What follows belongs to an exercise in optimizing a design on an open flow for a short achievable clock period and few clock cycles; a production flow would make more cautious choices. Function was checked by simulation only, so behaviour that the tests miss may differ from the original.

red:
==> flow/design.v (excerpt) <==
module reuleaux(input logic clk, input logic rst_n, input logic [2:0] colour,
                input logic [7:0] centre_x, input logic [6:0] centre_y, input logic [7:0] diameter,
                input logic start, output logic done,
                output logic [7:0] vga_x, output logic [6:0] vga_y,
                output logic [2:0] vga_colour, output logic vga_plot);
Size in the first run: roughly 5,300 cells after synthesis, about 49 I/O pins, roughly 53,000 sq um of cells after synthesis.
clock: 18.0 ns
lec_check: 0
abc_clock_period_in_ps: 4000
cap_margin: 20
core_margin: 2
core_utilization: 40
slew_margin: 20
standard.sh (not shown) runs the stock make flow with config.mk's settings and CLKGATE_MAP_FILE= SYNTH_SCRIPT=/design/flow/synth_recipe.tcl, a recipe that flattens the netlist after the stock synthesis.
==> flow/flow/run.sh <==
#!/bin/bash
set -euo pipefail
MARGIN=$(cat flow/margin.txt 2>/dev/null || echo 13.5)
bash standard.sh SETUP_SLACK_MARGIN=$MARGIN PRE_DETAIL_PLACE_TCL=$(pwd)/flow/outflops.tcl finish > flow_make.log 2>&1
==> flow/flow/margin.txt <==
13.5
==> flow/flow/outflops.tcl <==
# Before detailed placement: move the flip-flop that drives each output port's
# buffer next to that buffer, so the flop's output wire is short. Detailed
# placement then legalizes the moved cells.
set block [ord::get_db_block]
set moved 0
foreach bterm [$block getBTerms] {
  if {[$bterm getIoType] != "OUTPUT"} { continue }
  set net [$bterm getNet]
  if {$net == "NULL"} { continue }
  set buf ""
  foreach it [$net getITerms] { if {[$it isOutputSignal]} { set buf [$it getInst] } }
  if {$buf == ""} { continue }
  set in_net ""
  foreach it [$buf getITerms] { if {[$it isInputSignal]} { set in_net [$it getNet] } }
  if {$in_net == "" || $in_net == "NULL"} { continue }
  set ff ""
  set nload 0
  foreach it [$in_net getITerms] {
    if {[$it isOutputSignal]} { set ff [$it getInst] } else { incr nload }
  }
  if {$ff == "" || $nload != 1} { continue }
  if {![[$ff getMaster] isSequential]} { continue }
  set loc [$buf getLocation]
  $ff setLocation [lindex $loc 0] [lindex $loc 1]
  incr moved
}
puts "outflops: moved $moved flip-flops next to their output buffers"
red completed end to end with timing, DRC and antenna clean.
Testbench counts of red, summed over its fixed seeds: cycles 24,845.
The following lists how blue was set up differently from red:
--- a/flow/design.v
+++ b/flow/design.v
@@ -1,34 +1,34 @@
 module reuleaux(input logic clk, input logic rst_n, input logic [2:0] colour,
                 input logic [7:0] centre_x, input logic [6:0] centre_y, input logic [7:0] diameter,
                 input logic start, output logic done,
                 output logic [7:0] vga_x, output logic [6:0] vga_y,
                 output logic [2:0] vga_colour, output logic vga_plot);
-     localparam int F = 8;    
+     localparam int F = 2;    
      logic [7:0] p_cx, p_d;
      logic [6:0] p_cy;
      logic [7:0] b_x1, b_x2, b_x3, b_y1;
      logic [7:0] ox, oy;
      logic signed [10:0] crit, c_a, c_b;
      logic stepping;
      logic act_r, first_r, eq_r;    
      logic more_r;                  
      logic [2:0][3:0][7:0] cx_r;
      logic [1:0][3:0][7:0] cy_r;
      logic clearing, ld, busy;
      logic [7:0] clr_x;
      logic [6:0] clr_y;
      logic [23:0] h_m;
      logic [7:0]  h_ox, h_oy;
      logic [23:0] f_m  [F];
      logic [7:0]  f_ox [F];
      logic [7:0]  f_oy [F];
-     logic [2:0]  f_rd, f_wr;
+     logic [0:0]  f_rd, f_wr;
      logic [3:0]  f_n;
      logic [7:0] n_x1, n_x2;
      logic [6:0] n_y1;
      always_comb begin
           n_x1 = p_cx + 8'((9'(p_d) + 9'd1) >> 1);
           n_x2 = p_cx - (p_d >> 1);
           n_y1 = p_cy + 7'(p_d * 7'd74);
      end
      logic act, adv, push, dec;
@@ -237,25 +237,25 @@
           if (!rst_q) begin
                vga_plot <= 1'b0;
                clearing <= 1'b1;
                clr_x <= 8'd0;
                clr_y <= 7'd0;
                ld <= 1'b0;
                busy <= 1'b0;
                stepping <= 1'b0;
                f_n <= 4'd0;
-               f_rd <= 3'd0;
-               f_wr <= 3'd0;
+               f_rd <= 1'd0;
+               f_wr <= 1'd0;
           end else begin
                vga_plot <= clearing || (live ? (ms != 24'd0) : (h_m != 24'd0));
                f_n <= f_n + 4'(push && !byp) - 4'(pop);
-               if (push && !byp) f_wr <= f_wr + 3'd1;
-               if (pop) f_rd <= f_rd + 3'd1;
+               if (push && !byp) f_wr <= f_wr + 1'd1;
+               if (pop) f_rd <= f_rd + 1'd1;
                if (clearing) begin
                     if (clr_y == 7'd119) begin
                          clr_y <= 7'd0;
                          clr_x <= clr_x + 8'd1;
                          if (clr_x == 8'd159) begin
                               clearing <= 1'b0;
                               ld <= 1'b1;
                               busy <= 1'b1;
                          end
==> results.txt <==
Taking red as the reference, in blue layout clock buffer count moved down; vias per cell moved up; total detailed-routing wirelength moved down; CTS H-tree depth moved down. blue: sequential-to-total area share from yosys stat 9.0 points below red.
Testbench counts of blue, summed over its fixed seeds: cycles 24,845.

==> port drivers added, routing unchanged <==
The flow's constraints put no driver on any port. The routed layouts listed below were extracted and timed again, unchanged, in two steps.
Step 1: set_driving_cell puts a clkbuf_16 on clk and a buf_2 on each other input, an assumption about the parent block.
Step 2, shift: input delay + t, output delay - t, t = (earliest + latest rising clock arrival at the registers) / 2. This alone moves slack from input paths to output paths.
Slacks: no drivers / after step 1 / after step 2; pairs: no drivers / after step 1.
run	t (ns)	setup WS [ns]	hold WS [ns]	worst setup path at the end
red	0.778	13.245 / 13.163 / 13.331	0.461 / 0.461 / 0.461	input to register
blue	0.728	13.272 / 13.196 / 13.200	0.465 / 0.465 / 0.465	input to register
After both steps every run listed still meets setup and hold. For blue, which loses most, drivers alone change the setup slack by -0.076 ns; drivers and shift together by -0.072 ns.
